Background: an optimization exercise with open tools, aiming at small area, a short achievable clock period and few clock cycles. Do not read the settings as production practice. Power and IR drop assume default switching activity.

## the baseline
## fast_top_level
module fast_top_level #(
    parameter X_MAX = 64,
    parameter Y_MAX = 64,
    parameter THRESHOLD = 20
) (
    input logic clk, n_rst,
    input logic [7:0] SRAM_in_gaus,
    input logic new_trans, SRAM_in_fast,
    input logic [$clog2(X_MAX) - 1:0] max_x, max_y,
    output logic write_SRAM_fast, read_SRAM_gaus, read_SRAM_fast, write_SRAM_OUT, done,
    output logic signed [$clog2(X_MAX):0] x_addr_gaus, y_addr_gaus, x_addr_fast, y_addr_fast, x_addr_OUT, y_addr_OUT,
    output logic [23:0] SRAM_OUT_wdata
);
localparam int K    = 13;            
localparam int P    = K + 6;         
localparam int CI   = 3 * P + 1;     
localparam int LEN  = 6 * P + 3;     
localparam int GI   = 2 * P + 2;     
localparam int GLEN = 4 * P + 5;     
localparam int TE   = 3 * P + 4;     
localparam int TW   = 5 * P + 9;     
localparam int EO   = TE % P;        
localparam int WO   = TW % P;
localparam int AW   = $clog2(X_MAX) + 1;
logic [5:0] mxq, myq;                
logic [5:0] xlast, xm4;              
logic signed [7:0] hlim;             
logic ntq, busy, fin, finq, rg_q;
logic [6:0] tc;
logic e_on, w_on;
always_ff @(posedge clk) begin
    mxq   <= max_x;
    myq   <= max_y;
    xlast <= mxq - 6'd1;
    xm4   <= mxq - 6'd4;
    hlim  <= $signed({2'b0, myq}) + 8'sd2 - 8'(K);
end
always_ff @(posedge clk, negedge n_rst) begin
    if (!n_rst) begin
        ntq  <= 1'b0;
        busy <= 1'b0;
        rg_q <= 1'b0;
        e_on <= 1'b0;
        w_on <= 1'b0;
        finq <= 1'b0;
        done <= 1'b0;
        tc   <= '0;
    end else begin
        ntq  <= new_trans;
        finq <= fin;
        if (ntq)      busy <= 1'b1;
        else if (fin) busy <= 1'b0;
        if (ntq)      rg_q <= 1'b1;
        else if (fin) rg_q <= 1'b0;
        if (ntq || fin)               e_on <= 1'b0;
        else if (busy && tc == 7'(TE - 1)) e_on <= 1'b1;
        if (ntq || fin)               w_on <= 1'b0;
        else if (busy && tc == 7'(TW - 1)) w_on <= 1'b1;
        if (new_trans) done <= 1'b0;
        else if (finq) done <= 1'b1;
        if (ntq)                  tc <= '0;
  ...
Size in the first run: ~2700 cells after synthesis, ~95 I/O pins.
==> flow/config.mk <==
export PLATFORM = sky130hd
export DESIGN_NAME = fast_top_level
export DESIGN_NICKNAME = fast_top_level
export VERILOG_FILES = /design/flow/design.v
export SDC_FILE = /design/flow/constraint.sdc
export NUM_CORES = 4
export LEC_CHECK = 0
export CAP_MARGIN = 20
export CORE_MARGIN = 2
export CORE_UTILIZATION = 40
export CTS_CLUSTER_DIAMETER = 90
export CTS_CLUSTER_SIZE = 25
export PLACE_DENSITY = 0.6
export SLEW_MARGIN = 20
==> flow/constraint.sdc <==
create_clock -name core_clock -period 8.0 [get_ports {clk}]
set_input_delay 1.6000 -clock core_clock [delete_from_list [all_inputs] [get_ports {clk}]]
set_output_delay 1.6000 -clock core_clock [all_outputs]
set_load 0.01 [all_outputs]
standard.sh (not shown) runs the stock make flow with config.mk's settings and CLKGATE_MAP_FILE= SYNTH_SCRIPT=/design/flow/synth_recipe.tcl, a recipe that flattens the netlist after the stock synthesis.
==> flow/flow/run.sh <==
#!/bin/bash
# Standard layout, with timing repair aimed below the clock period (setup
# margin) and plain buffers on the ports. The make output goes to
# standard_finish.log; each ORFS step logs to orfs/logs/.
set -euo pipefail
bash standard.sh SETUP_SLACK_MARGIN=5.4 \
    "BUFFER_PORTS_ARGS=-buffer_cell sky130_fd_sc_hd__buf_4" \
    finish > standard_finish.log 2>&1
[inputs] the candidate vs the baseline
-- flow/design.v --
<<< the baseline, line 19
localparam int GI   = 2 * P + 2;     
localparam int GLEN = 4 * P + 5;     
localparam int TE   = 3 * P + 4;     
localparam int TW   = 5 * P + 9;     
localparam int EO   = TE % P;        
localparam int WO   = TW % P;
>>> the candidate, line 19
localparam int GI   = 2 * P + 2;     
localparam int GLEN = 4 * P + 5;     
localparam int TE   = 3 * P + 3;     
localparam int TW   = 5 * P + 8;     
localparam int EO   = TE % P;        
localparam int WO   = TW % P;
<<< the baseline, line 64
    end
end
logic [4:0] rr, rr_n, er_n, wr_n;
logic r_end, e_end, e_own, e_rd, w_end, w_row, w_lrow;
assign rr_n = (ntq || rr == 5'(P - 1)) ? 5'd0 : rr + 5'd1;
assign er_n = (rr_n >= 5'(EO)) ? rr_n - 5'(EO) : rr_n + 5'(P - EO);
assign wr_n = (rr_n >= 5'(WO)) ? rr_n - 5'(WO) : rr_n + 5'(P - WO);
always_ff @(posedge clk) begin
    rr     <= rr_n;
    r_end  <= rr_n == 5'(P - 1);
    e_end  <= er_n == 5'(P - 1);
    e_own  <= (er_n >= 5'd3) && (er_n < 5'(K + 3));
    e_rd   <= (er_n < 5'd3) || (er_n == 5'(P - 1));
    w_end  <= wr_n == 5'(P - 1);
    w_row  <= (wr_n >= 5'd1) && (wr_n <= 5'(K));
    w_lrow <= wr_n == 5'(K);
end
logic [5:0] rx, ex, wx;
>>> the candidate, line 64
    end
end
function automatic logic [31:0] rmask(input integer off, input integer lo1, input integer hi1,
                                      input integer lo2, input integer hi2);
    integer n, r;
    for (int q = 0; q < 32; q++) begin
        n = (q == 31) ? 0 : (q + 1) % P;
        r = (n - off + P) % P;
        rmask[q] = (q < P || q == 31) && ((r >= lo1 && r <= hi1) || (r >= lo2 && r <= hi2));
    end
endfunction
localparam logic [31:0] M_REND = rmask(0,  P - 1, P - 1, P - 1, P - 1);
localparam logic [31:0] M_EEND = rmask(EO, P - 1, P - 1, P - 1, P - 1);
localparam logic [31:0] M_EOWN = rmask(EO, 3, K + 2, 3, K + 2);
localparam logic [31:0] M_ERD  = rmask(EO, 0, 2, P - 1, P - 1);
localparam logic [31:0] M_WEND = rmask(WO, P - 1, P - 1, P - 1, P - 1);
localparam logic [31:0] M_WROW = rmask(WO, 1, K, 1, K);
localparam logic [31:0] M_WLST = rmask(WO, K, K, K, K);
logic [4:0] rr, rq;
logic r_end, e_end, e_own, e_rd, w_end, w_row, w_lrow;
assign rq = ntq ? 5'd31 : rr;
always_ff @(posedge clk) begin
    rr     <= (ntq || r_end) ? 5'd0 : rr + 5'd1;
    r_end  <= M_REND[rq];
    e_end  <= M_EEND[rq];
    e_own  <= M_EOWN[rq];
    e_rd   <= M_ERD[rq];
    w_end  <= M_WEND[rq];
    w_row  <= M_WROW[rq];
    w_lrow <= M_WLST[rq];
end
logic [5:0] rx, ex, wx;
<<< the baseline, line 131
endfunction
logic [NR-1:0] sb, sd;               
logic cm_okd;
always_ff @(posedge clk) begin
    cm_okd <= cm_ok;
    for (int k = 0; k < NR; k++) begin
        if (k == 14) begin
            sb[k] <= 1'b0;
            sd[k] <= 1'b0;
        end else begin
            sb[k] <= cp_ok && ge_c(pl[8*ptap(rdx(k), rdy(k)) +: 8], cpn);
            sd[k] <= cm_ok && ge_c(cm, ~pl[8*ptap(rdx(k), rdy(k)) +: 8]);
        end
    end
>>> the candidate, line 145
endfunction
logic [NR-1:0] sb, sd;               
always_comb begin
    for (int k = 0; k < NR; k++) begin
        if (k == 14) begin
            sb[k] = 1'b0;
            sd[k] = 1'b0;
        end else begin
            sb[k] = cp_ok && ge_c(pl[8*ptap(rdx(k), rdy(k)) +: 8], cpn);
            sd[k] = cm_ok && ge_c(cm, ~pl[8*ptap(rdx(k), rdy(k)) +: 8]);
        end
    end
<<< the baseline, line 149
        if (rdx(k) > 0 && emr[rdx(k)]) begin
            sbm[k] = 1'b0;
            sdm[k] = cm_okd;
        end else if (rdx(k) < 0 && eml[-rdx(k)]) begin
            sbm[k] = 1'b0;
            sdm[k] = cm_okd;
        end else begin
            sbm[k] = sb[k];
>>> the candidate, line 161
        if (rdx(k) > 0 && emr[rdx(k)]) begin
            sbm[k] = 1'b0;
            sdm[k] = cm_ok;
        end else if (rdx(k) < 0 && eml[-rdx(k)]) begin
            sbm[k] = 1'b0;
            sdm[k] = cm_ok;
        end else begin
            sbm[k] = sb[k];
Per the comparison of the candidate with the baseline, clock power shows a reduction of about 1%, gate count of the mapped netlist shows a reduction of about 10%, area added between synthesis and finish shows an increase of 1.8 points. A critical path launch point of rr[0] is what the baseline shows, while cpn[1] belongs to the candidate. The candidate vs the baseline, instance count: the candidate lower. ~same part of the total power dissipated in sequential elements in the candidate and the baseline. Setup slack ends up higher on the baseline. Against the baseline, the candidate reports a combinational logic power that is lower.
No run of this note included a check of the RTL's function; only the layout flow was run.

what the ideal ports hide:
Ports are ideal in the flow. The routed layouts listed here were re-timed in OpenROAD.
Step 1: set_driving_cell puts a clkbuf_16 on clk and a buf_2 on each other input, an assumption about the parent block.
Step 2 times the ports against the registers' clock, not the clock port: input delays grow and output delays shrink by t, the midpoint of the rising clock arrivals with the driver on.
Slacks: ideal / step 1 / step 2; pairs: ideal / step 1.
run	t (ns)	setup WS [ns]	pins driven straight from the clock port
the baseline	0.694	5.131 / 5.106 / 5.131	1
the candidate	0.700	5.099 / 5.083 / 5.099	1
After both steps every run listed still meets setup and hold.
